What follows belongs to an exercise in optimizing a design on an open flow for small area and a short achievable clock period; a production flow would make more cautious choices. Function was not checked in any run shown here: the RTL went through the layout flow alone. Power and IR drop assume default switching activity.

--- flow/config.mk ---
export PLATFORM = sky130hd
export DESIGN_NAME = dadda_16_16
export DESIGN_NICKNAME = dadda_16_16
export VERILOG_FILES = /design/flow/design.v
export SDC_FILE = /design/flow/constraint.sdc
export NUM_CORES = 4
export LEC_CHECK = 0
export CAP_MARGIN = 20
export CORE_MARGIN = 2
export CORE_UTILIZATION = 40
export SETUP_SLACK_MARGIN = 4.0
export SLEW_MARGIN = 20
export SYNTH_HIERARCHICAL = 1
--- flow/standard.sh ---
#!/bin/bash
# synth_recipe.tcl (not shown) runs the flow's synth.tcl, then flattens the netlist and writes it again
# the make line also repeats each setting of config.mk as NAME=value (left out here)
make -C /OpenROAD-flow-scripts/flow DESIGN_CONFIG=/design/flow/config.mk WORK_HOME=/design/flow/orfs CLKGATE_MAP_FILE= SYNTH_SCRIPT=/design/flow/synth_recipe.tcl "${@:-finish}"
--- flow/flow/post_synth.tcl ---
# After synthesis: take every logic cell down to the smallest drive strength
# of its own kind and drop the buffers synthesis inserted; timing repair in the
# later steps sizes up what the critical paths need.
set n_resized 0
foreach inst [get_cells *] {
  set master [get_property $inst ref_name]
  if {![regexp {^(sky130_fd_sc_hd__[a-z0-9]+)_([0-9]+)$} $master -> base size]} { continue }
  if {[regexp {__(df|dl|sdf|edf|conb|tap|fill|decap|clk)} $base]} { continue }
  set best ""
  set best_area 1e9
  foreach s {0 1 2 4} {
    set lc [get_lib_cells -quiet */${base}_$s]
    if {$lc eq ""} { continue }
    if {[get_property $lc dont_use]} { continue }
    set a [get_property $lc area]
    if {$a < $best_area} { set best_area $a; set best [get_name $lc] }
  }
  if {$best ne "" && $best ne $master} {
    replace_cell $inst $best
    incr n_resized
  }
}
puts "post_synth: resized $n_resized cells"
remove_buffers
--- flow/constraint.sdc ---
create_clock -name core_clock -period 7.0 [get_ports {clk}]
set_input_delay 1.4000 -clock core_clock [delete_from_list [all_inputs] [get_ports {clk}]]
set_output_delay 1.4000 -clock core_clock [all_outputs]
set_load 0.01 [all_outputs]
--- flow/flow/run.sh ---
#!/bin/bash
# Standard layout, with a step after synthesis (flow/post_synth.tcl) that
# downsizes logic cells and removes synthesis buffers before placement.
set -euo pipefail
here=$(pwd)
bash standard.sh POST_SYNTH_TCL=$here/flow/post_synth.tcl finish > $here/standard_flow.log 2>&1
--- flow/design.v ---
module fa(input x, y, z, output s, c);
  assign s = x ^ y ^ z;
  assign c = (x & y) | (z & (x | y));
endmodule
module bsel(input a, b, one, two, neg, output pn);
  assign pn = ~(((a & one) | (b & two)) ^ neg);
endmodule
module hac(input xn, yn, output sn, cn);
  xnor_m u_s (.a(xn), .b(yn), .y(sn));
  or_m u_c (.a(xn), .b(yn), .y(cn));
endmodule
module xnor_m(input a, b, output y);
  assign y = ~(a ^ b);
endmodule
module or_m(input a, b, output y);
  assign y = a | b;
endmodule
module g_inv(input a, output y);
  assign y = ~a;
endmodule
module g_nand2(input a, b, output y);
  assign y = ~(a & b);
endmodule
module g_nor2(input a, b, output y);
  assign y = ~(a | b);
endmodule
module g_xor2(input a, b, output y);
  assign y = a ^ b;
endmodule
module g_xnor2(input a, b, output y);
  assign y = ~(a ^ b);
endmodule
module g_aoi21(input a, b, c, output y);
  assign y = ~(c | (a & b));
endmodule
module g_oai21(input a, b, c, output y);
  assign y = ~(c & (a | b));
endmodule
module dadda_16_16(mpd_in, mpr_in, op_out, clk);
  input clk;
  input [15:0] mpd_in, mpr_in;
  output [32:0] op_out;
  wire [17:0] ye = {2'b00, mpr_in};
  wire [7:0] e_one, e_two;
  genvar gi, gj;
  generate for (gi = 0; gi < 8; gi = gi + 1) begin : g_enc
    wire ym1 = (gi == 0) ? 1'b0 : ye[2*gi-1];
    assign e_one[gi] = ye[2*gi] ^ ym1;
    assign e_two[gi] = (ye[2*gi+1] & ~ye[2*gi] & ~ym1) | (~ye[2*gi+1] & ye[2*gi] & ym1);
  end endgenerate
  reg [15:0] x;
  reg [7:0] one, two, neg;
  reg [25:0] q0, q1;
  reg [5:0] ql;
  reg qc;
  wire carry_n = w270;
  wire [25:0] r0n, r1n;
  wire [5:0] sln;
  always @(posedge clk) begin
    x <= mpd_in;
    one <= e_one;
    two <= e_two;
    neg <= {mpr_in[15], mpr_in[13], mpr_in[11], mpr_in[9], mpr_in[7], mpr_in[5], mpr_in[3], mpr_in[1]};
    q0 <= r0n;
    q1 <= r1n;
    ql <= sln;
    qc <= carry_n;
  end
  wire [7:0] negn = ~neg;
  wire [16:0] ppn [0:7];
  wire [17:0] xe = {1'b0, x, 1'b0};
  generate for (gi = 0; gi < 8; gi = gi + 1) begin : g_pp
    for (gj = 0; gj < 17; gj = gj + 1) begin : g_ppj
      bsel u_sel (.a(xe[gj+1]), .b(xe[gj]), .one(one[gi]), .two(two[gi]), .neg(neg[gi]), .pn(ppn[gi][gj]));
    end
  end endgenerate
  wire [15:0] r8n;
  generate for (gj = 0; gj < 16; gj = gj + 1) begin : g_r8
    g_nand2 u_r8 (.a(x[gj]), .b(neg[7]), .y(r8n[gj]));
  end endgenerate
  wire ci1;
  wire ci2;
  wire ci3;
  wire ci4;
  wire ci5;
  wire ci6;
  wire w7;
  wire w8;
  wire w9;
  wire w10;
  wire w11;
  wire w12;
  wire w13;
  wire w14;
  wire w15;
  wire w16;
  wire w17;
  wire w18;
  wire w19;
  wire w20;
  wire w21;
  wire w22;
  wire w23;
  wire w24;
  wire w25;
  wire w26;
  wire w27;
  wire w28;
  wire w29;
  wire w30;
  wire w31;
  wire w32;
  wire w33;
  wire w34;
  wire w35;
  wire w36;
  wire w37;
  wire w38;
  wire w39;
  wire w40;
  wire w41;
  wire w42;
  wire w43;
  wire w44;
  wire w45;
  wire w46;
  wire w47;
  wire w48;
  wire w49;
  wire w50;
  wire w51;
  wire w52;
  wire w53;
  wire w54;
  wire w55;
  wire w56;
  wire w57;
  wire w58;
  wire w59;
  wire w60;
  wire w61;
  wire w62;
  wire w63;
  wire w64;
  wire w65;
  wire w66;
  wire w67;
  wire w68;
  wire w69;
  wire w70;
  wire w71;
  wire w72;
  wire w73;
  wire w74;
  wire w75;
  wire w76;
  wire w77;
  wire w78;
  wire w79;
  wire w80;
  wire w81;
  wire w82;
  wire w83;
  wire w84;
  wire w85;
  wire w86;
  wire w87;
  wire w88;
  wire w89;
  wire w90;
  wire w91;
  wire w92;
  wire w93;
  wire w94;
  wire w95;
  wire w96;
  wire w97;
  wire w98;
  wire w99;
  wire w100;
  wire w101;
  wire w102;
  wire w103;
  wire w104;
  wire w105;
  wire w106;
  wire w107;
  wire w108;
  wire w109;
  wire w110;
  wire w111;
  wire w112;
  wire w113;
  wire w114;
  wire w115;
  wire w116;
  wire w117;
  wire w118;
  wire w119;
  wire w120;
  wire w121;
  wire w122;
  wire w123;
  wire w124;
  wire w125;
  wire w126;
  wire w127;
  wire w128;
  wire w129;
  wire w130;
  wire w131;
  wire w132;
  wire w133;
  wire w134;
  wire w135;
  wire w136;
  wire w137;
  wire w138;
  wire w139;
  wire w140;
  wire w141;
  wire w142;
  wire w143;
  wire w144;
  wire w145;
  wire w146;
  wire w147;
  wire w148;
  wire w149;
  wire w150;
  wire w151;
  wire w152;
  wire w153;
  wire w154;
  wire w155;
  wire w156;
  wire w157;
  wire w158;
  wire w159;
  wire w160;
  wire w161;
  wire w162;
  wire w163;
  wire w164;
  wire w165;
  wire w166;
  wire w167;
  wire w168;
  wire w169;
  wire w170;
  wire w171;
  wire w172;
  wire w173;
  wire w174;
  wire w175;
  wire w176;
  wire w177;
  wire w178;
  wire w179;
  wire w180;
  wire w181;
  wire w182;
  wire w183;
  wire w184;
  wire w185;
  wire w186;
  wire w187;
  wire w188;
  wire w189;
  wire w190;
  wire w191;
  wire w192;
  wire w193;
  wire w194;
  wire w195;
  wire w196;
  wire w197;
  wire w198;
  wire w199;
  wire w200;
  wire w201;
  wire w202;
  wire w203;
  wire w204;
  wire w205;
  wire w206;
  wire w207;
  wire w208;
  wire w209;
  wire w210;
  wire w211;
  wire w212;
  wire w213;
  wire w214;
  wire w215;
  wire w216;
  wire w217;
  wire w218;
  wire w219;
  wire w220;
  wire w221;
  wire w222;
  wire w223;
  wire w224;
  wire w225;
  wire w226;
  wire w227;
  wire w228;
  wire w229;
  wire w230;
  wire w231;
  wire w232;
  wire w233;
  wire w234;
  wire w235;
  wire w236;
  wire w237;
  wire w238;
  wire w239;
  wire w240;
  wire w241;
  wire w242;
  wire w243;
  wire w244;
  wire w245;
  wire w246;
  wire w247;
  wire w248;
  wire w249;
  wire w250;
  wire w251;
  wire w252;
  wire w253;
  wire w254;
  wire w255;
  wire w256;
  wire w257;
  wire w258;
  wire w259;
  wire w260;
  wire w261;
  wire w262;
  wire w263;
  wire w264;
  wire w265;
  wire w266;
  wire w267;
  wire w268;
  wire w269;
  wire w270;
  assign ci1 = ~r8n[4];
  assign ci2 = ~r8n[6];
  assign ci3 = ~r8n[8];
  assign ci4 = ~r8n[10];
  assign ci5 = ~r8n[12];
  assign ci6 = ~r8n[14];
  hac u_w7 (.xn(negn[5]), .yn(ppn[0][10]), .sn(w7), .cn(w8));
  hac u_w9 (.xn(ppn[0][11]), .yn(ppn[1][9]), .sn(w9), .cn(w10));
  fa u_w11 (.x(negn[6]), .y(ppn[0][12]), .z(ppn[1][10]), .s(w11), .c(w12));
  hac u_w13 (.xn(ppn[2][8]), .yn(ppn[3][6]), .sn(w13), .cn(w14));
  fa u_w15 (.x(ppn[0][13]), .y(ppn[1][11]), .z(ppn[2][9]), .s(w15), .c(w16));
  hac u_w17 (.xn(ppn[3][7]), .yn(ppn[4][5]), .sn(w17), .cn(w18));
  fa u_w19 (.x(negn[7]), .y(ppn[0][14]), .z(ppn[1][12]), .s(w19), .c(w20));
  fa u_w21 (.x(ppn[2][10]), .y(ppn[3][8]), .z(ppn[4][6]), .s(w21), .c(w22));
  hac u_w23 (.xn(ppn[5][4]), .yn(ppn[6][2]), .sn(w23), .cn(w24));
  fa u_w25 (.x(ppn[0][15]), .y(ppn[1][13]), .z(ppn[2][11]), .s(w25), .c(w26));
  fa u_w27 (.x(ppn[3][9]), .y(ppn[4][7]), .z(ppn[5][5]), .s(w27), .c(w28));
  hac u_w29 (.xn(ppn[6][3]), .yn(ppn[7][1]), .sn(w29), .cn(w30));
  fa u_w31 (.x(r8n[0]), .y(ppn[0][16]), .z(ppn[1][14]), .s(w31), .c(w32));
  fa u_w33 (.x(ppn[2][12]), .y(ppn[3][10]), .z(ppn[4][8]), .s(w33), .c(w34));
  fa u_w35 (.x(ppn[5][6]), .y(ppn[6][4]), .z(ppn[7][2]), .s(w35), .c(w36));
  fa u_w37 (.x(r8n[1]), .y(negn[0]), .z(ppn[1][15]), .s(w37), .c(w38));
  fa u_w39 (.x(ppn[2][13]), .y(ppn[3][11]), .z(ppn[4][9]), .s(w39), .c(w40));
  fa u_w41 (.x(ppn[5][7]), .y(ppn[6][5]), .z(ppn[7][3]), .s(w41), .c(w42));
  fa u_w43 (.x(r8n[2]), .y(negn[0]), .z(ppn[1][16]), .s(w43), .c(w44));
  fa u_w45 (.x(ppn[2][14]), .y(ppn[3][12]), .z(ppn[4][10]), .s(w45), .c(w46));
  fa u_w47 (.x(ppn[5][8]), .y(ppn[6][6]), .z(ppn[7][4]), .s(w47), .c(w48));
  fa u_w49 (.x(r8n[3]), .y(neg[0]), .z(neg[1]), .s(w49), .c(w50));
  fa u_w51 (.x(ppn[2][15]), .y(ppn[3][13]), .z(ppn[4][11]), .s(w51), .c(w52));
  fa u_w53 (.x(ppn[5][9]), .y(ppn[6][7]), .z(ppn[7][5]), .s(w53), .c(w54));
  fa u_w55 (.x(ci1), .y(ppn[2][16]), .z(ppn[3][14]), .s(w55), .c(w56));
  fa u_w57 (.x(ppn[4][12]), .y(ppn[5][10]), .z(ppn[6][8]), .s(w57), .c(w58));
  fa u_w59 (.x(r8n[5]), .y(r8n[4]), .z(neg[2]), .s(w59), .c(w60));
  fa u_w61 (.x(ppn[3][15]), .y(ppn[4][13]), .z(ppn[5][11]), .s(w61), .c(w62));
  fa u_w63 (.x(ci2), .y(ppn[3][16]), .z(ppn[4][14]), .s(w63), .c(w64));
  fa u_w65 (.x(r8n[7]), .y(r8n[6]), .z(neg[3]), .s(w65), .c(w66));
  hac u_w67 (.xn(negn[3]), .yn(ppn[0][6]), .sn(w67), .cn(w68));
  hac u_w69 (.xn(ppn[0][7]), .yn(ppn[1][5]), .sn(w69), .cn(w70));
  fa u_w71 (.x(negn[4]), .y(ppn[0][8]), .z(ppn[1][6]), .s(w71), .c(w72));
  hac u_w73 (.xn(ppn[2][4]), .yn(ppn[3][2]), .sn(w73), .cn(w74));
  fa u_w75 (.x(ppn[0][9]), .y(ppn[1][7]), .z(ppn[2][5]), .s(w75), .c(w76));
  hac u_w77 (.xn(ppn[3][3]), .yn(ppn[4][1]), .sn(w77), .cn(w78));
  fa u_w79 (.x(ppn[1][8]), .y(ppn[2][6]), .z(ppn[3][4]), .s(w79), .c(w80));
  fa u_w81 (.x(ppn[4][2]), .y(ppn[5][0]), .z(w7), .s(w81), .c(w82));
  fa u_w83 (.x(ppn[2][7]), .y(ppn[3][5]), .z(ppn[4][3]), .s(w83), .c(w84));
  fa u_w85 (.x(ppn[5][1]), .y(w8), .z(w9), .s(w85), .c(w86));
  fa u_w87 (.x(ppn[4][4]), .y(ppn[5][2]), .z(ppn[6][0]), .s(w87), .c(w88));
  fa u_w89 (.x(w10), .y(w13), .z(w11), .s(w89), .c(w90));
  fa u_w91 (.x(ppn[5][3]), .y(ppn[6][1]), .z(w14), .s(w91), .c(w92));
  fa u_w93 (.x(w17), .y(w12), .z(w15), .s(w93), .c(w94));
  fa u_w95 (.x(ppn[7][0]), .y(w18), .z(w23), .s(w95), .c(w96));
  fa u_w97 (.x(w16), .y(w19), .z(w21), .s(w97), .c(w98));
  fa u_w99 (.x(w24), .y(w29), .z(w20), .s(w99), .c(w100));
  fa u_w101 (.x(w22), .y(w25), .z(w27), .s(w101), .c(w102));
  fa u_w103 (.x(w30), .y(w26), .z(w28), .s(w103), .c(w104));
  fa u_w105 (.x(w31), .y(w33), .z(w35), .s(w105), .c(w106));
  fa u_w107 (.x(w32), .y(w34), .z(w36), .s(w107), .c(w108));
  fa u_w109 (.x(w37), .y(w39), .z(w41), .s(w109), .c(w110));
  fa u_w111 (.x(w38), .y(w40), .z(w42), .s(w111), .c(w112));
  fa u_w113 (.x(w43), .y(w45), .z(w47), .s(w113), .c(w114));
  fa u_w115 (.x(w44), .y(w46), .z(w48), .s(w115), .c(w116));
  fa u_w117 (.x(w49), .y(w51), .z(w53), .s(w117), .c(w118));
  fa u_w119 (.x(ppn[7][6]), .y(w50), .z(w52), .s(w119), .c(w120));
  fa u_w121 (.x(w54), .y(w55), .z(w57), .s(w121), .c(w122));
  fa u_w123 (.x(ppn[6][9]), .y(ppn[7][7]), .z(w56), .s(w123), .c(w124));
  fa u_w125 (.x(w58), .y(w59), .z(w61), .s(w125), .c(w126));
  fa u_w127 (.x(ppn[5][12]), .y(ppn[6][10]), .z(ppn[7][8]), .s(w127), .c(w128));
  fa u_w129 (.x(w60), .y(w62), .z(w63), .s(w129), .c(w130));
  fa u_w131 (.x(ppn[4][15]), .y(ppn[5][13]), .z(ppn[6][11]), .s(w131), .c(w132));
  fa u_w133 (.x(ppn[7][9]), .y(w64), .z(w65), .s(w133), .c(w134));
  fa u_w135 (.x(ci3), .y(ppn[4][16]), .z(ppn[5][14]), .s(w135), .c(w136));
  fa u_w137 (.x(ppn[6][12]), .y(ppn[7][10]), .z(w66), .s(w137), .c(w138));
  fa u_w139 (.x(r8n[9]), .y(r8n[8]), .z(neg[4]), .s(w139), .c(w140));
  fa u_w141 (.x(ppn[5][15]), .y(ppn[6][13]), .z(ppn[7][11]), .s(w141), .c(w142));
  fa u_w143 (.x(ci4), .y(ppn[5][16]), .z(ppn[6][14]), .s(w143), .c(w144));
  fa u_w145 (.x(r8n[11]), .y(r8n[10]), .z(neg[5]), .s(w145), .c(w146));
  hac u_w147 (.xn(negn[2]), .yn(ppn[0][4]), .sn(w147), .cn(w148));
  hac u_w149 (.xn(ppn[0][5]), .yn(ppn[1][3]), .sn(w149), .cn(w150));
  fa u_w151 (.x(ppn[1][4]), .y(ppn[2][2]), .z(ppn[3][0]), .s(w151), .c(w152));
  fa u_w153 (.x(ppn[2][3]), .y(ppn[3][1]), .z(w68), .s(w153), .c(w154));
  fa u_w155 (.x(ppn[4][0]), .y(w70), .z(w73), .s(w155), .c(w156));
  fa u_w157 (.x(w74), .y(w77), .z(w72), .s(w157), .c(w158));
  fa u_w159 (.x(w78), .y(w76), .z(w79), .s(w159), .c(w160));
  fa u_w161 (.x(w80), .y(w83), .z(w82), .s(w161), .c(w162));
  fa u_w163 (.x(w84), .y(w87), .z(w86), .s(w163), .c(w164));
  fa u_w165 (.x(w88), .y(w91), .z(w90), .s(w165), .c(w166));
  fa u_w167 (.x(w92), .y(w95), .z(w94), .s(w167), .c(w168));
  fa u_w169 (.x(w96), .y(w98), .z(w99), .s(w169), .c(w170));
  fa u_w171 (.x(w100), .y(w102), .z(w103), .s(w171), .c(w172));
  fa u_w173 (.x(w104), .y(w106), .z(w107), .s(w173), .c(w174));
  fa u_w175 (.x(w108), .y(w110), .z(w111), .s(w175), .c(w176));
  fa u_w177 (.x(w112), .y(w114), .z(w115), .s(w177), .c(w178));
  fa u_w179 (.x(w116), .y(w118), .z(w119), .s(w179), .c(w180));
  fa u_w181 (.x(w120), .y(w122), .z(w123), .s(w181), .c(w182));
  fa u_w183 (.x(w127), .y(w124), .z(w126), .s(w183), .c(w184));
  fa u_w185 (.x(w128), .y(w131), .z(w130), .s(w185), .c(w186));
  fa u_w187 (.x(w132), .y(w135), .z(w137), .s(w187), .c(w188));
  fa u_w189 (.x(w136), .y(w139), .z(w141), .s(w189), .c(w190));
  fa u_w191 (.x(ppn[7][12]), .y(w140), .z(w142), .s(w191), .c(w192));
  fa u_w193 (.x(ppn[6][15]), .y(ppn[7][13]), .z(w144), .s(w193), .c(w194));
  fa u_w195 (.x(ci5), .y(ppn[6][16]), .z(ppn[7][14]), .s(w195), .c(w196));
  fa u_w197 (.x(r8n[13]), .y(r8n[12]), .z(neg[6]), .s(w197), .c(w198));
  hac u_w199 (.xn(negn[1]), .yn(ppn[0][2]), .sn(w199), .cn(w200));
  hac u_w201 (.xn(ppn[0][3]), .yn(ppn[1][1]), .sn(w201), .cn(w202));
  fa u_w203 (.x(ppn[1][2]), .y(ppn[2][0]), .z(w147), .s(w203), .c(w204));
  fa u_w205 (.x(ppn[2][1]), .y(w148), .z(w149), .s(w205), .c(w206));
  fa u_w207 (.x(w150), .y(w67), .z(w151), .s(w207), .c(w208));
  fa u_w209 (.x(w69), .y(w152), .z(w153), .s(w209), .c(w210));
  fa u_w211 (.x(w71), .y(w154), .z(w155), .s(w211), .c(w212));
  fa u_w213 (.x(w75), .y(w156), .z(w157), .s(w213), .c(w214));
  fa u_w215 (.x(w81), .y(w158), .z(w159), .s(w215), .c(w216));
  fa u_w217 (.x(w85), .y(w160), .z(w161), .s(w217), .c(w218));
  fa u_w219 (.x(w89), .y(w162), .z(w163), .s(w219), .c(w220));
  fa u_w221 (.x(w93), .y(w164), .z(w165), .s(w221), .c(w222));
  fa u_w223 (.x(w97), .y(w166), .z(w167), .s(w223), .c(w224));
  fa u_w225 (.x(w101), .y(w168), .z(w169), .s(w225), .c(w226));
  fa u_w227 (.x(w105), .y(w170), .z(w171), .s(w227), .c(w228));
  fa u_w229 (.x(w109), .y(w172), .z(w173), .s(w229), .c(w230));
  fa u_w231 (.x(w113), .y(w174), .z(w175), .s(w231), .c(w232));
  fa u_w233 (.x(w117), .y(w176), .z(w177), .s(w233), .c(w234));
  fa u_w235 (.x(w121), .y(w178), .z(w179), .s(w235), .c(w236));
  fa u_w237 (.x(w125), .y(w180), .z(w181), .s(w237), .c(w238));
  fa u_w239 (.x(w129), .y(w182), .z(w183), .s(w239), .c(w240));
  fa u_w241 (.x(w133), .y(w184), .z(w185), .s(w241), .c(w242));
  fa u_w243 (.x(w134), .y(w186), .z(w187), .s(w243), .c(w244));
  fa u_w245 (.x(w138), .y(w189), .z(w188), .s(w245), .c(w246));
  fa u_w247 (.x(w143), .y(w190), .z(w191), .s(w247), .c(w248));
  fa u_w249 (.x(w145), .y(w192), .z(w193), .s(w249), .c(w250));
  fa u_w251 (.x(w146), .y(w195), .z(w194), .s(w251), .c(w252));
  fa u_w253 (.x(ppn[7][15]), .y(w196), .z(w197), .s(w253), .c(w254));
  fa u_w255 (.x(ci6), .y(ppn[7][16]), .z(w198), .s(w255), .c(w256));
  fa u_w257 (.x(r8n[15]), .y(r8n[14]), .z(neg[7]), .s(w257), .c(w258));
  hac u_w259 (.xn(negn[0]), .yn(ppn[0][0]), .sn(w259), .cn(w260));
  hac u_w261 (.xn(ppn[0][1]), .yn(w260), .sn(w261), .cn(w262));
  fa u_w263 (.x(w199), .y(ppn[1][0]), .z(w262), .s(w263), .c(w264));
  fa u_w265 (.x(w200), .y(w201), .z(w264), .s(w265), .c(w266));
  fa u_w267 (.x(w202), .y(w203), .z(w266), .s(w267), .c(w268));
  fa u_w269 (.x(w204), .y(w205), .z(w268), .s(w269), .c(w270));
  assign r0n[0] = w206;
  assign r1n[0] = w207;
  assign r0n[1] = w208;
  assign r1n[1] = w209;
  assign r0n[2] = w210;
  assign r1n[2] = w211;
  assign r0n[3] = w212;
  assign r1n[3] = w213;
  assign r0n[4] = w214;
  assign r1n[4] = w215;
  assign r0n[5] = w216;
  assign r1n[5] = w217;
  assign r0n[6] = w218;
  assign r1n[6] = w219;
  assign r0n[7] = w220;
  assign r1n[7] = w221;
  assign r0n[8] = w222;
  assign r1n[8] = w223;
  assign r0n[9] = w224;
  assign r1n[9] = w225;
  assign r0n[10] = w226;
  assign r1n[10] = w227;
  assign r0n[11] = w228;
  assign r1n[11] = w229;
  assign r0n[12] = w230;
  assign r1n[12] = w231;
  assign r0n[13] = w232;
  assign r1n[13] = w233;
  assign r0n[14] = w234;
  assign r1n[14] = w235;
  assign r0n[15] = w236;
  assign r1n[15] = w237;
  assign r0n[16] = w238;
  assign r1n[16] = w239;
  assign r0n[17] = w240;
  assign r1n[17] = w241;
  assign r0n[18] = w242;
  assign r1n[18] = w243;
  assign r0n[19] = w244;
  assign r1n[19] = w245;
  assign r0n[20] = w246;
  assign r1n[20] = w247;
  assign r0n[21] = w248;
  assign r1n[21] = w249;
  assign r0n[22] = w250;
  assign r1n[22] = w251;
  assign r0n[23] = w252;
  assign r1n[23] = w253;
  assign r0n[24] = w254;
  assign r1n[24] = w255;
  assign r0n[25] = w256;
  assign r1n[25] = w257;
  assign sln[0] = w259;
  assign sln[1] = w261;
  assign sln[2] = w263;
  assign sln[3] = w265;
  assign sln[4] = w267;
  assign sln[5] = w269;
  wire a1;
  wire a2;
  wire a3;
  wire a4;
  wire a5;
  wire a6;
  wire a7;
  wire a8;
  wire a9;
  wire a10;
  wire a11;
  wire a12;
  wire a13;
  wire a14;
  wire a15;
  wire a16;
  wire a17;
  wire a18;
  wire a19;
  wire a20;
  wire a21;
  wire a22;
  wire a23;
  wire a24;
  wire a25;
  wire a26;
  wire a27;
  wire a28;
  wire a29;
  wire a30;
  wire a31;
  wire a32;
  wire a33;
  wire a34;
  wire a35;
  wire a36;
  wire a37;
  wire a38;
  wire a39;
  wire a40;
  wire a41;
  wire a42;
  wire a43;
  wire a44;
  wire a45;
  wire a46;
  wire a47;
  wire a48;
  wire a49;
  wire a50;
  wire a51;
  wire a52;
  wire a53;
  wire a54;
  wire a55;
  wire a56;
  wire a57;
  wire a58;
  wire a59;
  wire a60;
  wire a61;
  wire a62;
  wire a63;
  wire a64;
  wire a65;
  wire a66;
  wire a67;
  wire a68;
  wire a69;
  wire a70;
  wire a71;
  wire a72;
  wire a73;
  wire a74;
  wire a75;
  wire a76;
  wire a77;
  wire a78;
  wire a79;
  wire a80;
  wire a81;
  wire a82;
  wire a83;
  wire a84;
  wire a85;
  wire a86;
  wire a87;
  wire a88;
  wire a89;
  wire a90;
  wire a91;
  wire a92;
  wire a93;
  wire a94;
  wire a95;
  wire a96;
  wire a97;
  wire a98;
  wire a99;
  wire a100;
  wire a101;
  wire a102;
  wire a103;
  wire a104;
  wire a105;
  wire a106;
  wire a107;
  wire a108;
  wire a109;
  wire a110;
  wire a111;
  wire a112;
  wire a113;
  wire a114;
  wire a115;
  wire a116;
  wire a117;
  wire a118;
  wire a119;
  wire a120;
  wire a121;
  wire a122;
  wire a123;
  wire a124;
  wire a125;
  wire a126;
  wire a127;
  wire a128;
  wire a129;
  wire a130;
  wire a131;
  wire a132;
  wire a133;
  wire a134;
  wire a135;
  wire a136;
  wire a137;
  wire a138;
  wire a139;
  wire a140;
  wire a141;
  wire a142;
  wire a143;
  wire a144;
  wire a145;
  wire a146;
  wire a147;
  wire a148;
  wire a149;
  wire a150;
  wire a151;
  wire a152;
  wire a153;
  wire a154;
  wire a155;
  wire a156;
  wire a157;
  wire a158;
  wire a159;
  wire a160;
  wire a161;
  wire a162;
  wire a163;
  wire a164;
  wire a165;
  wire a166;
  wire a167;
  wire a168;
  wire a169;
  wire a170;
  wire a171;
  wire a172;
  wire a173;
  wire a174;
  wire a175;
  wire a176;
  g_nor2 u_a1 (.a(q0[0]), .b(q1[0]), .y(a1));
  g_xor2 u_a2 (.a(q0[0]), .b(q1[0]), .y(a2));
  g_nand2 u_a3 (.a(q0[0]), .b(q1[0]), .y(a3));
  g_nor2 u_a4 (.a(q0[1]), .b(q1[1]), .y(a4));
  g_xor2 u_a5 (.a(q0[1]), .b(q1[1]), .y(a5));
  g_nand2 u_a6 (.a(q0[1]), .b(q1[1]), .y(a6));
  g_nor2 u_a7 (.a(q0[2]), .b(q1[2]), .y(a7));
  g_xor2 u_a8 (.a(q0[2]), .b(q1[2]), .y(a8));
  g_nand2 u_a9 (.a(q0[2]), .b(q1[2]), .y(a9));
  g_nor2 u_a10 (.a(q0[3]), .b(q1[3]), .y(a10));
  g_xor2 u_a11 (.a(q0[3]), .b(q1[3]), .y(a11));
  g_nand2 u_a12 (.a(q0[3]), .b(q1[3]), .y(a12));
  g_nor2 u_a13 (.a(q0[4]), .b(q1[4]), .y(a13));
  g_xor2 u_a14 (.a(q0[4]), .b(q1[4]), .y(a14));
  g_nand2 u_a15 (.a(q0[4]), .b(q1[4]), .y(a15));
  g_nor2 u_a16 (.a(q0[5]), .b(q1[5]), .y(a16));
  g_xor2 u_a17 (.a(q0[5]), .b(q1[5]), .y(a17));
  g_nand2 u_a18 (.a(q0[5]), .b(q1[5]), .y(a18));
  g_nor2 u_a19 (.a(q0[6]), .b(q1[6]), .y(a19));
  g_xor2 u_a20 (.a(q0[6]), .b(q1[6]), .y(a20));
  g_nand2 u_a21 (.a(q0[6]), .b(q1[6]), .y(a21));
  g_nor2 u_a22 (.a(q0[7]), .b(q1[7]), .y(a22));
  g_xor2 u_a23 (.a(q0[7]), .b(q1[7]), .y(a23));
  g_nand2 u_a24 (.a(q0[7]), .b(q1[7]), .y(a24));
  g_nor2 u_a25 (.a(q0[8]), .b(q1[8]), .y(a25));
  g_xor2 u_a26 (.a(q0[8]), .b(q1[8]), .y(a26));
  g_nand2 u_a27 (.a(q0[8]), .b(q1[8]), .y(a27));
  g_nor2 u_a28 (.a(q0[9]), .b(q1[9]), .y(a28));
  g_xor2 u_a29 (.a(q0[9]), .b(q1[9]), .y(a29));
  g_nand2 u_a30 (.a(q0[9]), .b(q1[9]), .y(a30));
  g_nor2 u_a31 (.a(q0[10]), .b(q1[10]), .y(a31));
  g_xor2 u_a32 (.a(q0[10]), .b(q1[10]), .y(a32));
  g_nand2 u_a33 (.a(q0[10]), .b(q1[10]), .y(a33));
  g_nor2 u_a34 (.a(q0[11]), .b(q1[11]), .y(a34));
  g_xor2 u_a35 (.a(q0[11]), .b(q1[11]), .y(a35));
  g_nand2 u_a36 (.a(q0[11]), .b(q1[11]), .y(a36));
  g_nor2 u_a37 (.a(q0[12]), .b(q1[12]), .y(a37));
  g_xor2 u_a38 (.a(q0[12]), .b(q1[12]), .y(a38));
  g_nand2 u_a39 (.a(q0[12]), .b(q1[12]), .y(a39));
  g_nor2 u_a40 (.a(q0[13]), .b(q1[13]), .y(a40));
  g_xor2 u_a41 (.a(q0[13]), .b(q1[13]), .y(a41));
  g_nand2 u_a42 (.a(q0[13]), .b(q1[13]), .y(a42));
  g_nor2 u_a43 (.a(q0[14]), .b(q1[14]), .y(a43));
  g_xor2 u_a44 (.a(q0[14]), .b(q1[14]), .y(a44));
  g_nand2 u_a45 (.a(q0[14]), .b(q1[14]), .y(a45));
  g_nor2 u_a46 (.a(q0[15]), .b(q1[15]), .y(a46));
  g_xor2 u_a47 (.a(q0[15]), .b(q1[15]), .y(a47));
  g_nand2 u_a48 (.a(q0[15]), .b(q1[15]), .y(a48));
  g_nor2 u_a49 (.a(q0[16]), .b(q1[16]), .y(a49));
  g_xor2 u_a50 (.a(q0[16]), .b(q1[16]), .y(a50));
  g_nand2 u_a51 (.a(q0[16]), .b(q1[16]), .y(a51));
  g_nor2 u_a52 (.a(q0[17]), .b(q1[17]), .y(a52));
  g_xor2 u_a53 (.a(q0[17]), .b(q1[17]), .y(a53));
  g_nand2 u_a54 (.a(q0[17]), .b(q1[17]), .y(a54));
  g_nor2 u_a55 (.a(q0[18]), .b(q1[18]), .y(a55));
  g_xor2 u_a56 (.a(q0[18]), .b(q1[18]), .y(a56));
  g_nand2 u_a57 (.a(q0[18]), .b(q1[18]), .y(a57));
  g_nor2 u_a58 (.a(q0[19]), .b(q1[19]), .y(a58));
  g_xor2 u_a59 (.a(q0[19]), .b(q1[19]), .y(a59));
  g_nand2 u_a60 (.a(q0[19]), .b(q1[19]), .y(a60));
  g_nor2 u_a61 (.a(q0[20]), .b(q1[20]), .y(a61));
  g_xor2 u_a62 (.a(q0[20]), .b(q1[20]), .y(a62));
  g_nand2 u_a63 (.a(q0[20]), .b(q1[20]), .y(a63));
  g_nor2 u_a64 (.a(q0[21]), .b(q1[21]), .y(a64));
  g_xor2 u_a65 (.a(q0[21]), .b(q1[21]), .y(a65));
  g_nand2 u_a66 (.a(q0[21]), .b(q1[21]), .y(a66));
  g_nor2 u_a67 (.a(q0[22]), .b(q1[22]), .y(a67));
  g_xor2 u_a68 (.a(q0[22]), .b(q1[22]), .y(a68));
  g_nand2 u_a69 (.a(q0[22]), .b(q1[22]), .y(a69));
  g_nor2 u_a70 (.a(q0[23]), .b(q1[23]), .y(a70));
  g_xor2 u_a71 (.a(q0[23]), .b(q1[23]), .y(a71));
  g_nand2 u_a72 (.a(q0[23]), .b(q1[23]), .y(a72));
  g_nor2 u_a73 (.a(q0[24]), .b(q1[24]), .y(a73));
  g_xor2 u_a74 (.a(q0[24]), .b(q1[24]), .y(a74));
  g_nand2 u_a75 (.a(q0[24]), .b(q1[24]), .y(a75));
  g_nor2 u_a76 (.a(q0[25]), .b(q1[25]), .y(a76));
  g_xor2 u_a77 (.a(q0[25]), .b(q1[25]), .y(a77));
  g_nand2 u_a78 (.a(q0[25]), .b(q1[25]), .y(a78));
  g_inv u_a79 (.a(qc), .y(a79));
  g_aoi21 u_a80 (.a(a3), .b(a79), .c(a1), .y(a80));
  g_aoi21 u_a81 (.a(a9), .b(a4), .c(a7), .y(a81));
  g_nand2 u_a82 (.a(a9), .b(a6), .y(a82));
  g_aoi21 u_a83 (.a(a15), .b(a10), .c(a13), .y(a83));
  g_nand2 u_a84 (.a(a15), .b(a12), .y(a84));
  g_aoi21 u_a85 (.a(a21), .b(a16), .c(a19), .y(a85));
  g_nand2 u_a86 (.a(a21), .b(a18), .y(a86));
  g_aoi21 u_a87 (.a(a27), .b(a22), .c(a25), .y(a87));
  g_nand2 u_a88 (.a(a27), .b(a24), .y(a88));
  g_aoi21 u_a89 (.a(a33), .b(a28), .c(a31), .y(a89));
  g_nand2 u_a90 (.a(a33), .b(a30), .y(a90));
  g_aoi21 u_a91 (.a(a39), .b(a34), .c(a37), .y(a91));
  g_nand2 u_a92 (.a(a39), .b(a36), .y(a92));
  g_aoi21 u_a93 (.a(a45), .b(a40), .c(a43), .y(a93));
  g_nand2 u_a94 (.a(a45), .b(a42), .y(a94));
  g_aoi21 u_a95 (.a(a51), .b(a46), .c(a49), .y(a95));
  g_nand2 u_a96 (.a(a51), .b(a48), .y(a96));
  g_aoi21 u_a97 (.a(a57), .b(a52), .c(a55), .y(a97));
  g_nand2 u_a98 (.a(a57), .b(a54), .y(a98));
  g_aoi21 u_a99 (.a(a63), .b(a58), .c(a61), .y(a99));
  g_nand2 u_a100 (.a(a63), .b(a60), .y(a100));
  g_aoi21 u_a101 (.a(a69), .b(a64), .c(a67), .y(a101));
  g_nand2 u_a102 (.a(a69), .b(a66), .y(a102));
  g_aoi21 u_a103 (.a(a75), .b(a70), .c(a73), .y(a103));
  g_nand2 u_a104 (.a(a75), .b(a72), .y(a104));
  g_oai21 u_a105 (.a(a82), .b(a80), .c(a81), .y(a105));
  g_oai21 u_a106 (.a(a86), .b(a83), .c(a85), .y(a106));
  g_nor2 u_a107 (.a(a86), .b(a84), .y(a107));
  g_oai21 u_a108 (.a(a90), .b(a87), .c(a89), .y(a108));
  g_nor2 u_a109 (.a(a90), .b(a88), .y(a109));
  g_oai21 u_a110 (.a(a94), .b(a91), .c(a93), .y(a110));
  g_nor2 u_a111 (.a(a94), .b(a92), .y(a111));
  g_oai21 u_a112 (.a(a98), .b(a95), .c(a97), .y(a112));
  g_nor2 u_a113 (.a(a98), .b(a96), .y(a113));
  g_oai21 u_a114 (.a(a102), .b(a99), .c(a101), .y(a114));
  g_nor2 u_a115 (.a(a102), .b(a100), .y(a115));
  g_aoi21 u_a116 (.a(a107), .b(a105), .c(a106), .y(a116));
  g_aoi21 u_a117 (.a(a111), .b(a108), .c(a110), .y(a117));
  g_nand2 u_a118 (.a(a111), .b(a109), .y(a118));
  g_aoi21 u_a119 (.a(a115), .b(a112), .c(a114), .y(a119));
  g_nand2 u_a120 (.a(a115), .b(a113), .y(a120));
  g_oai21 u_a121 (.a(a118), .b(a116), .c(a117), .y(a121));
  g_inv u_a122 (.a(a121), .y(a122));
  g_oai21 u_a123 (.a(a120), .b(a122), .c(a119), .y(a123));
  g_inv u_a124 (.a(a116), .y(a124));
  g_aoi21 u_a125 (.a(a109), .b(a124), .c(a108), .y(a125));
  g_aoi21 u_a126 (.a(a113), .b(a121), .c(a112), .y(a126));
  g_inv u_a127 (.a(a105), .y(a127));
  g_oai21 u_a128 (.a(a84), .b(a127), .c(a83), .y(a128));
  g_oai21 u_a129 (.a(a88), .b(a116), .c(a87), .y(a129));
  g_oai21 u_a130 (.a(a92), .b(a125), .c(a91), .y(a130));
  g_oai21 u_a131 (.a(a96), .b(a122), .c(a95), .y(a131));
  g_oai21 u_a132 (.a(a100), .b(a126), .c(a99), .y(a132));
  g_inv u_a133 (.a(a123), .y(a133));
  g_oai21 u_a134 (.a(a104), .b(a133), .c(a103), .y(a134));
  g_inv u_a135 (.a(a80), .y(a135));
  g_aoi21 u_a136 (.a(a6), .b(a135), .c(a4), .y(a136));
  g_aoi21 u_a137 (.a(a12), .b(a105), .c(a10), .y(a137));
  g_aoi21 u_a138 (.a(a18), .b(a128), .c(a16), .y(a138));
  g_aoi21 u_a139 (.a(a24), .b(a124), .c(a22), .y(a139));
  g_aoi21 u_a140 (.a(a30), .b(a129), .c(a28), .y(a140));
  g_inv u_a141 (.a(a125), .y(a141));
  g_aoi21 u_a142 (.a(a36), .b(a141), .c(a34), .y(a142));
  g_aoi21 u_a143 (.a(a42), .b(a130), .c(a40), .y(a143));
  g_aoi21 u_a144 (.a(a48), .b(a121), .c(a46), .y(a144));
  g_aoi21 u_a145 (.a(a54), .b(a131), .c(a52), .y(a145));
  g_inv u_a146 (.a(a126), .y(a146));
  g_aoi21 u_a147 (.a(a60), .b(a146), .c(a58), .y(a147));
  g_aoi21 u_a148 (.a(a66), .b(a132), .c(a64), .y(a148));
  g_aoi21 u_a149 (.a(a72), .b(a123), .c(a70), .y(a149));
  g_aoi21 u_a150 (.a(a78), .b(a134), .c(a76), .y(a150));
  g_xnor2 u_a151 (.a(a2), .b(qc), .y(a151));
  g_xnor2 u_a152 (.a(a5), .b(a80), .y(a152));
  g_xnor2 u_a153 (.a(a8), .b(a136), .y(a153));
  g_xor2 u_a154 (.a(a11), .b(a105), .y(a154));
  g_xnor2 u_a155 (.a(a14), .b(a137), .y(a155));
  g_xor2 u_a156 (.a(a17), .b(a128), .y(a156));
  g_xnor2 u_a157 (.a(a20), .b(a138), .y(a157));
  g_xnor2 u_a158 (.a(a23), .b(a116), .y(a158));
  g_xnor2 u_a159 (.a(a26), .b(a139), .y(a159));
  g_xor2 u_a160 (.a(a29), .b(a129), .y(a160));
  g_xnor2 u_a161 (.a(a32), .b(a140), .y(a161));
  g_xnor2 u_a162 (.a(a35), .b(a125), .y(a162));
  g_xnor2 u_a163 (.a(a38), .b(a142), .y(a163));
  g_xor2 u_a164 (.a(a41), .b(a130), .y(a164));
  g_xnor2 u_a165 (.a(a44), .b(a143), .y(a165));
  g_xor2 u_a166 (.a(a47), .b(a121), .y(a166));
  g_xnor2 u_a167 (.a(a50), .b(a144), .y(a167));
  g_xor2 u_a168 (.a(a53), .b(a131), .y(a168));
  g_xnor2 u_a169 (.a(a56), .b(a145), .y(a169));
  g_xnor2 u_a170 (.a(a59), .b(a126), .y(a170));
  g_xnor2 u_a171 (.a(a62), .b(a147), .y(a171));
  g_xor2 u_a172 (.a(a65), .b(a132), .y(a172));
  g_xnor2 u_a173 (.a(a68), .b(a148), .y(a173));
  g_xor2 u_a174 (.a(a71), .b(a123), .y(a174));
  g_xnor2 u_a175 (.a(a74), .b(a149), .y(a175));
  g_xor2 u_a176 (.a(a77), .b(a134), .y(a176));
  wire [25:0] hi;
  assign hi[0] = a151;
  assign hi[1] = a152;
  assign hi[2] = a153;
  assign hi[3] = a154;
  assign hi[4] = a155;
  assign hi[5] = a156;
  assign hi[6] = a157;
  assign hi[7] = a158;
  assign hi[8] = a159;
  assign hi[9] = a160;
  assign hi[10] = a161;
  assign hi[11] = a162;
  assign hi[12] = a163;
  assign hi[13] = a164;
  assign hi[14] = a165;
  assign hi[15] = a166;
  assign hi[16] = a167;
  assign hi[17] = a168;
  assign hi[18] = a169;
  assign hi[19] = a170;
  assign hi[20] = a171;
  assign hi[21] = a172;
  assign hi[22] = a173;
  assign hi[23] = a174;
  assign hi[24] = a175;
  assign hi[25] = a176;
  assign op_out = {1'b0, hi, ~ql};
endmodule
==> flow_summary.yaml, run 1 <==
min_path:
  min-delay-path-class: "reg2reg"
  hp-start: "neg[0]"
  hold_path_end: "ql[0]"
  min_path_cells: 2
worst_setup_path:
  worst-r2r-setup-slack_ps: 4000
  critPathMaxStageDelay_ps: 370
  crit_chain: "nand2_2 -> a21oi_4 -> o21ai_4 -> a21oi_4 -> buf_4 -> buf_6 -> buf_6 -> buf_6 -> o21ai_2 -> a21oi_1 -> xnor2_1 -> buf_2"
  reg2regPathDepth: 7
  r2r_end: "q1[12]"
  cp_num_buf_inv: 5
  path_max_fanout: 3
  crit_top_cell: "buf_6"
  cp.required_ps: 5600
  rr_startpoint: "x[8]"
  critPathLaunchType: "register"
  slowest_stage: "dfxtp_4"
  cp.arrival_ps: 2210
  critPathKind: "reg2out"
  path_delay_family: "compound AO/OA/AOI/OAI gates"
  end_kind: "output pin"
power:
  ir_drop_mv: 0.312
  netSwitchingPower_uw: 1960
  clockPowerShare_pct: 11.4
  powerDensity_nw_per_um2: 427
  combPwrFrac_pct: 65.7
  swShare_pct: 44.3
  power.internal_uw: 2470
  p_leak_uw: 0.00399
  seqPwrFrac_pct: 22.9
run:
  maxCapViolCount: 0
floorplanning:
  num_io_pins: 66
  die_area_um2: 21300
  dieHeight_um: 146
  initial_utilization_pct: 41.1
  rows: 51
  fp.coreArea_um2: 19600
  die_w_um: 146
placement:
  gp_congestion: 0.812
  place_area_um2: 9160
  dp_hpwl_mm: 13.9
  port_buffers: 64
sta:
  setup_violations: 0
  hold_viol_final: 0
  holdWs_ps: 708
  fin_tns_setup_ps: 0
  rsz0062_at_grt: "true"
  period_needed_ps: 3610
  fin_skew_ps: 11.2
  fmax_mhz: 277
  post-route-period-util_pct: 51.5
  slew_viol_final: 0
cts:
  htreeDepth: 3
  clk_latency_ps: 360
  clock-sinks: 99
  cts_max_path_buffers: 2
  path_clk_slew_ps: 80
  cts_tree: "yes"
  numCtsBuffers: 9
  root_buffer: "clkbuf_16"
logic_synthesis:
  ys_warn_count: 7
  synth_cells: 758
  synth_area_um2: 8060
  avgSynthCellArea_um2: 10.6
detailed_routing:
  avgRoutedWirePerCell_um: 18.1
  via_per_inst: 5.30
  dr_total_vias: 6214
  first_iter_violations: 438
  drc: 0
  dr.pass1.iters: 5
  ant_nets: 0
  finalWirelength_mm: 21.3
global_route:
  grt-ovfl-total: 0
  antenna_found_initial: 0
  grtUsageTotal_pct: 20.1
  grt_start_max_net_pins: 22
  grt_pass1_wl_mm: 33.7
  grt_pass1_vias: 6338
run_status:
  status: "complete, no violations"
final_layout:
  drive_gt1_share_pct: 26.1
  nets: 1052
  area_delta_synth_final_pct: 28.9
  diodes: 0
  final_area_um2: 10400
==> placed cells by master, fill, tap and decap left out, types with 17 or more instances in the layout <==
cell type        instances
a22oi_2                 21
inv_1                   24
nor2_1                  23
xor2_1                 172
fa_1                    98
xnor2_1                 31
dfxtp_4                 41
buf_4                   38
clkdlybuf4s50_1         38
conb_1                  17
a22oi_1                115
nand2_1                 50
buf_2                   23
fa_2                    18
dfxtp_1                 49
==> metal layers <==
metal	vias up	global-route usage, %	wire length, µm
met5	-	0	0
li1	2857	-	-
met3	28	5.24	1340
met1	3122	26.7	9230
met2	207	31.9	10300
met4	0	6.72	358
==> state kept, by name, summed over array words and instances, names as in the netlist <==
name and cells:
q0 26, qc 1, q1 26, two 8
x 16, one 8, neg 8, ql 6
==> worst register-to-register path, cell delays in order, from the launching register on <==
cell	delay [ps]
dfxtp_4	390
clkbuf_4	200
a22oi_2	170
xor2_1	210
fa_1	500
fa_2	420
fa_2	580
fa_1	400
==> power by group through the flow <==
stage,logic (µW),registers (µW),clock network [µW]
global route,3290,1040,546
detailed placement,2740,1020,0
CTS,2730,1000,520
finish,2920,1020,505
floorplan,1700,960,0
global placement,2720,1020,0
==> area by class of cell <==
cell class                 instances  area (µm²)
fill                            1756        9210
sequential                        99        2150
inverter                          28         105
multi-input combinational        647        6470
clock buffer                       9         225
tap                              265         332
timing repair buffer             118        1010
clock inverter                     7        91.3
==> timing repair <==
item	4_1_cts	5_1_grt
resized for setup	190	96
setup buffers	18	34
pin swaps	23	44
gates cloned	0	1
endpoints found under the setup margin	56	44
hold buffers	0	0
==> worst max path at each step <==
stage	from	end	slack [ps]	depth (start not counted)
after floorplan	q1[0]	op_out[31]	3930	10
after global placement	q1[0]	op_out[31]	3040	11
after detailed placement	q1[0]	op_out[31]	3040	11
after CTS	q1[0]	op_out[31]	3320	11
after global routing	q0[7]	op_out[31]	3230	11
final	q1[0]	op_out[16]	3390	12
==> metrics by stage <==
step,worst slack [ps],util (%),power [µW],cells
after floorplan,3930,-,2660,774
after global placement,3040,46.7,3740,1104
after detailed placement,3040,46.7,3770,1104
after CTS,3320,49.9,4250,1138
after global routing,3230,53.0,4880,1173
final,3390,53.0,4440,1173
==> inputs of run 2 (changes only) <==
--- a/flow/config.mk
+++ b/flow/config.mk
@@ -10,3 +10,3 @@
 export CORE_UTILIZATION = 40
-export SETUP_SLACK_MARGIN = 4.0
+export SETUP_SLACK_MARGIN = 3.5
 export SLEW_MARGIN = 20
==> run 2 against run 1 <==
Still clean on timing, DRC and antenna. Via count fell by 4.0%. Synthesized cell count unchanged. Clock power rose by about 10%. Clock skew decreased by 3.5 ps. Die area did not move. Fmax fell by 1.9%. Non-clock buffer count down 27. Register-to-register slack lost 420 ps. Synthesized area did not move. Critical path depth decreased by 1. Worst setup slack got worse by 72 ps. Largest power group unchanged.
==> flow_summary.yaml, run 2 <==
run_status:
  status: "complete, no violations"
cts:
  root_buffer: "clkbuf_16"
  clk_latency_ps: 360
  numCtsBuffers: 9
  clock-sinks: 99
  cts_max_path_buffers: 2
  htreeDepth: 3
  cts_tree: "yes"
  path_clk_slew_ps: 70
sta:
  period_needed_ps: 3680
  fin_skew_ps: 7.65
  fmax_mhz: 272
  post-route-period-util_pct: 52.6
  tightest_slew_ps: 832
  fin_tns_setup_ps: 0
  slew_viol_final: 0
  rsz0062_at_grt: "true"
  hold_viol_final: 0
  holdWs_ps: 883
  setup_violations: 0
  relSlewSlack_pct: 44.5
detailed_routing:
  ant_nets: 0
  avgRoutedWirePerCell_um: 17.2
  drc: 0
  finalWirelength_mm: 19.7
  first_iter_violations: 406
  dr.pass1.iters: 5
  dr_total_vias: 5966
  via_per_inst: 5.21
final_layout:
  nets: 1025
  area_delta_synth_final_pct: 21.7
  diodes: 0
  final_common_cell: "xor2_1"
  layout_common_cells: "xor2_1 (178), a22oi_1 (136), fa_1 (116)"
  drive_gt1_share_pct: 14.1
  largestRegisters: "q0: 26 flops, q1: 26 flops, x: 16 flops"
  final_area_um2: 9810
floorplanning:
  fp.coreArea_um2: 19600
  num_io_pins: 66
  initial_utilization_pct: 41.1
  dieHeight_um: 146
  rows: 51
  die_w_um: 146
  die_area_um2: 21300
worst_setup_path:
  critPathKind: "reg2out"
  path_max_fanout: 3
  end_kind: "output pin"
  cp.required_ps: 5600
  rr_startpoint: "x[8]"
  r2r_end: "q1[9]"
  worst-r2r-setup-slack_ps: 3580
  critPathLaunchType: "register"
  cp.arrival_ps: 2280
  reg2regPathDepth: 6
power:
  netSwitchingPower_uw: 1880
  combPwrFrac_pct: 64.3
  ir_drop_mv: 0.309
  power.internal_uw: 2510
  p_leak_uw: 0.00383
  swShare_pct: 42.8
  p_total_uw: 4390
  seqPwrFrac_pct: 23.0
  powerDensity_nw_per_um2: 448
  clockPowerShare_pct: 12.7
global_route:
  grt_pass1_vias: 6254
  antenna_found_initial: 0
  grt-ovfl-total: 0
  grtUsageTotal_pct: 19.3
  grt_start_max_net_pins: 36
  grt_pass1_wl_mm: 32.7
placement:
  gp_congestion: 0.816
  dp_hpwl_mm: 13.6
  place_area_um2: 9160
  port_buffers: 64
min_path:
  min_path_cells: 2
  hp-start: "x[15]"
  hold_path_end: "q1[25]"
  min-delay-path-class: "reg2reg"
logic_synthesis:
  ys_warn_count: 7
  synth_cells: 758
  avgSynthCellArea_um2: 10.6
  synth_area_um2: 8060
run:
  maxCapViolCount: 0
[run 2: changes by cell type in the layout (fill, tap and decap cells not counted), moves of 7 or more]
cell,previous run,this run
dfxtp_2,9,28
fa_1,98,116
dfxtp_1,49,70
fa_2,18,0
a22oi_1,115,136
a22oi_2,21,0
dfxtp_4,41,1
buf_2,23,11
buf_6,7,0
buf_4,38,27
[run 2: worst max-delay path by stage]
stage	startpoint	endpoint	slack [ps]	depth (start not counted)
4_1_cts	q0[12]	op_out[31]	3360	11
5_1_grt	q0[3]	op_out[28]	3220	11
6_report	q0[3]	op_out[28]	3320	11
2_1_floorplan	neg[0]	ql[5]	3550	7
3_3_place_gp	q1[0]	op_out[31]	2330	11
3_5_place_dp	q1[0]	op_out[31]	2330	11
[run 2: per-stage QoR]
step | setup slack, ps | std cells | utilization, %
final | 3320 | 1146 | 50.1
after global routing | 3220 | 1146 | 50.1
after CTS | 3360 | 1141 | 49.6
after detailed placement | 2330 | 1112 | 46.8
after global placement | 2330 | 1112 | 46.8
after floorplan | 3550 | 774 | -
[run 2: metal layers]
layer	part of all wire, %	wire length, µm	up-vias	track usage (%)
li1	-	-	2808	-
met1	45	8870	2943	26.4
met2	48	9390	195	31.2
met3	6.0	1190	20	3.89
met4	1.6	308	0	5.39
met5	0	0	-	0
[run 2: timing repair]
| item | 4_1_cts | 5_1_grt |
|---|---|---|
| endpoints found under the setup margin | 24 | 27 |
| hold buffers | 0 | 0 |
| buffers inserted | 13 | 5 |
| pin swaps | 23 | 10 |
| gates resized for setup | 111 | 42 |
[run 2: area by class of cell]
class	instances	area [µm²]
clock buffers	9	225
inverters	28	105
fillers	1836	9780
flip-flops and latches	99	2020
clock inverters	7	116
well taps	265	332
multi-input cells	647	6230
repair buffers	91	783
[run 2: critical path, stage by stage, from the launching register on]
cell,delay [ps]
dfxtp_1,410
nor2_4,60
a21oi_2,170
o21ai_2,100
a21oi_4,210
o21ai_4,130
buf_4,160
a21oi_4,160
o21ai_2,90
a21oi_2,160
xnor2_1,120
buf_2,140
[run 2: power groups by stage]
stage / logic, µW / clock network [µW] / registers, µW
6_report: 2820 / 557 / 1010
5_1_grt: 3180 / 594 / 1040
4_1_cts: 2800 / 571 / 989
3_5_place_dp: 2710 / 0 / 996
3_3_place_gp: 2690 / 0 / 990
2_1_floorplan: 1650 / 0 / 959

afterwards: timing with drivers on the ports:
Ports are ideal in the flow. The routed layouts listed here were re-timed in OpenROAD.
Step 1: set_driving_cell puts a clkbuf_16 on clk and a buf_2 on each other input, an assumption about the parent block.
Step 2, shift: input delay + t, output delay - t, t = (earliest + latest rising clock arrival at the registers) / 2. This alone moves slack from input paths to output paths.
Three values: ideal, step 1, step 2; two values: the first two.
run | t (ns) | slack for setup (ns) | latest minus earliest clock arrival (ns) | slew at the worst register clock pin (ns)
run 1 | 0.401 | 3.392 / 3.349 / 3.749 | 0.011 / 0.011 | 0.08 / 0.08
run 2 | 0.398 | 3.321 / 3.280 / 3.577 | 0.008 / 0.008 | 0.07 / 0.07
After both steps every run listed still meets setup and hold.
